From an optimization exercise on the open Yosys and OpenROAD flow, aimed at small area and a short achievable clock period; shortcuts taken in it are not production practice.
Only simulation tests tie the RTL to the original design; equivalence was not proved.

==> inputs of trial 96 <==
Design iir_filter, start of the top module:
module iir_filter(
    input clk,
    input rst,
    input signed [11:0] signal_i,
    output signed [11:0] signal_o
    );
export LEC_CHECK = 0
export CAP_MARGIN = 20
export CORE_MARGIN = 2
export CORE_UTILIZATION = 40
export CTS_BUF_LIST = sky130_fd_sc_hd__clkbuf_4 sky130_fd_sc_hd__clkbuf_8
export PLACE_DENSITY = 0.6
export SLEW_MARGIN = 20
export SYNTH_HIERARCHICAL = 1
create_clock -name core_clock -period 14.5 [get_ports {clk}]
run.sh (not shown) runs the stock make flow with config.mk's settings and CLKGATE_MAP_FILE= SYNTH_SCRIPT=/design/flow/synth_recipe.tcl, a recipe that flattens the netlist after the stock synthesis.
==> trial 24 (differences from trial 96) <==
--- a/flow/design.v
+++ b/flow/design.v
@@ -940,18 +940,17 @@
 wire [20:0] rn = {rs_384, rs_382, rs_380, rs_378, rs_376, rs_374, rs_372, rs_370, rs_368, rs_366, rs_364, rs_362, rs_360, rs_358, rs_356, rs_354, ~rs_352, ~rs_350, rs_348, rs_347, rs_305} + {~rs_385, rs_383, rs_381, rs_379, rs_377, rs_375, rs_373, rs_371, rs_369, rs_367, rs_365, rs_363, rs_361, rs_359, rs_357, rs_355, rs_353, ~rs_351, rs_349, 1'b0, 1'b1};
 always @(posedge clk or posedge rst) begin
     if (rst) begin
         y0 <= 12'h7ff; y1 <= 12'h7ff; y2 <= 12'h7ff; y3 <= 12'h7ff; y4 <= 12'h7ff;
         x1 <= 12'h800; x2 <= 12'h800; x3 <= 12'h800; x4 <= 12'h800; x5 <= 12'h800;
-        q <= 21'h12a910;
+        q <= 21'h12a910; r <= 21'h6c543;
     end else begin
         y0 <= {ysum[20], ~ysum[19:9]}; y1 <= y0; y2 <= y1; y3 <= y2; y4 <= y3;
         x1 <= {~signal_i[11], signal_i[10:0]}; x2 <= x1; x3 <= x2; x4 <= x3; x5 <= x4;
-        q <= qn;
+        q <= qn; r <= rn;
     end
 end
-always @(posedge clk) r <= rn;
 assign signal_o = {y0[11], ~y0[10:0]};
 endmodule
 module iir_fa(input a, input b, input c, output s, output co);
 assign s = a ^ b ^ c;
 assign co = (a & b) | (c & (a ^ b));
Settings changed: CTS_BUF_LIST sky130_fd_sc_hd__clkbuf_4 sky130_fd_sc_hd__clkbuf_8 to unset.
==> build 21 (differences from trial 96) <==
--- a/flow/design.v
+++ b/flow/design.v
@@ -940,18 +940,17 @@
 wire [20:0] rn = {rs_384, rs_382, rs_380, rs_378, rs_376, rs_374, rs_372, rs_370, rs_368, rs_366, rs_364, rs_362, rs_360, rs_358, rs_356, rs_354, ~rs_352, ~rs_350, rs_348, rs_347, rs_305} + {~rs_385, rs_383, rs_381, rs_379, rs_377, rs_375, rs_373, rs_371, rs_369, rs_367, rs_365, rs_363, rs_361, rs_359, rs_357, rs_355, rs_353, ~rs_351, rs_349, 1'b0, 1'b1};
 always @(posedge clk or posedge rst) begin
     if (rst) begin
         y0 <= 12'h7ff; y1 <= 12'h7ff; y2 <= 12'h7ff; y3 <= 12'h7ff; y4 <= 12'h7ff;
         x1 <= 12'h800; x2 <= 12'h800; x3 <= 12'h800; x4 <= 12'h800; x5 <= 12'h800;
-        q <= 21'h12a910;
+        q <= 21'h12a910; r <= 21'h6c543;
     end else begin
         y0 <= {ysum[20], ~ysum[19:9]}; y1 <= y0; y2 <= y1; y3 <= y2; y4 <= y3;
         x1 <= {~signal_i[11], signal_i[10:0]}; x2 <= x1; x3 <= x2; x4 <= x3; x5 <= x4;
-        q <= qn;
+        q <= qn; r <= rn;
     end
 end
-always @(posedge clk) r <= rn;
 assign signal_o = {y0[11], ~y0[10:0]};
 endmodule
 module iir_fa(input a, input b, input c, output s, output co);
 assign s = a ^ b ^ c;
 assign co = (a & b) | (c & (a ^ b));
Settings changed: CORE_UTILIZATION 40 to 60, PLACE_DENSITY 0.6 to 0.8.
==> build 76 (differences from trial 96) <==
Settings changed: ABC_AREA set to 1.
==> run notes <==
Between build 76 and trial 96, the lower register-to-register slack is in trial 96 (gap 0.23 ns). Die area: trial 96 is higher than build 21 (48%). Critical path depth is the same in trial 96 and build 21. In build 76 the non-clock buffer count is lower than in trial 96, by 1. Wire length: build 76 > build 21 > trial 24 > trial 96. The highest global-route usage belongs to build 21, the lowest to trial 96. Of build 21 and trial 24, build 21 has the higher worst hold slack (gap 0.0014 ns).
==> figures <==
Largest net degree at the start of global routing: build 76 80; build 21 87; trial 24 105; trial 96 82
Post-Route Utilization: build 76 44.0%; build 21 65.2%; trial 24 44.7%; trial 96 44.1%
Met1 Track Usage GR: build 76 30.2%; build 21 38.4%; trial 24 26.4%; trial 96 27.0%
Routed length on met3: build 76 3200 µm; build 21 2320 µm; trial 24 2170 µm; trial 96 1440 µm
Horizontal extent of the die: build 76 211 µm; build 21 169 µm; trial 24 206 µm; trial 96 205 µm
Slowest stage cell, crit path: build 76 dfrtp_1; build 21 fa_1; trial 24 fa_1; trial 96 fa_1
Global-route wire length before repair: build 76 69900 µm; build 21 59700 µm; trial 24 58100 µm; trial 96 58100 µm
Sequential share of cell area: build 76 21.8%; build 21 23.7%; trial 24 23.2%; trial 96 22.9%
Relative max-transition margin: build 76 28.7%; build 21 34.8%; trial 24 35.8%; trial 96 35.5%
Result of the run: build 76 complete, no violations; build 21 complete, no violations; trial 24 complete, no violations; trial 96 complete, no violations
Worst setup margin: build 76 8.65 ns; build 21 8.16 ns; trial 24 8.18 ns; trial 96 8.24 ns
Via count: build 76 10600; build 21 9039; trial 24 8623; trial 96 8571
Area delta synth->final: build 76 8.06%; build 21 7.16%; trial 24 9.73%; trial 96 8.50%
Fraction of final layout cells sized beyond drive strength 1: build 76 8.61%; build 21 11.4%; trial 24 11.4%; trial 96 10.7%

[what the ideal ports hide]
In the flow no input, the clock included, has a driving cell. The finished layouts below were timed again as built, in two steps. Step 1, drivers: a clkbuf_16 drives clk and a buf_2 each remaining input, both assumed. Step 2 times the ports against the registers' clock, not the clock port: input delays grow and output delays shrink by t, the midpoint of the rising clock arrivals with the driver on. Three values: no drivers, after step 1, after step 2; two values: the first two.
run	t (ns)	slack for setup (ns)	worst hold slack (ns)	pins driven straight from the clock port
trial 96	0.543	8.236 / 8.266 / 7.723	0.339 / 0.339 / 0.339	1
trial 24	0.502	8.176 / 8.211 / 7.709	0.346 / 0.346 / 0.346	1
build 21	0.526	8.158 / 8.184 / 7.658	0.347 / 0.347 / 0.347	1
build 76	0.520	8.647 / 8.647 / 8.501	0.359 / 0.359 / 0.359	1
After both steps every run listed still meets setup and hold. The setup slack of trial 96, which loses most, moves by +0.030 ns with the drivers and by -0.513 ns with both steps.
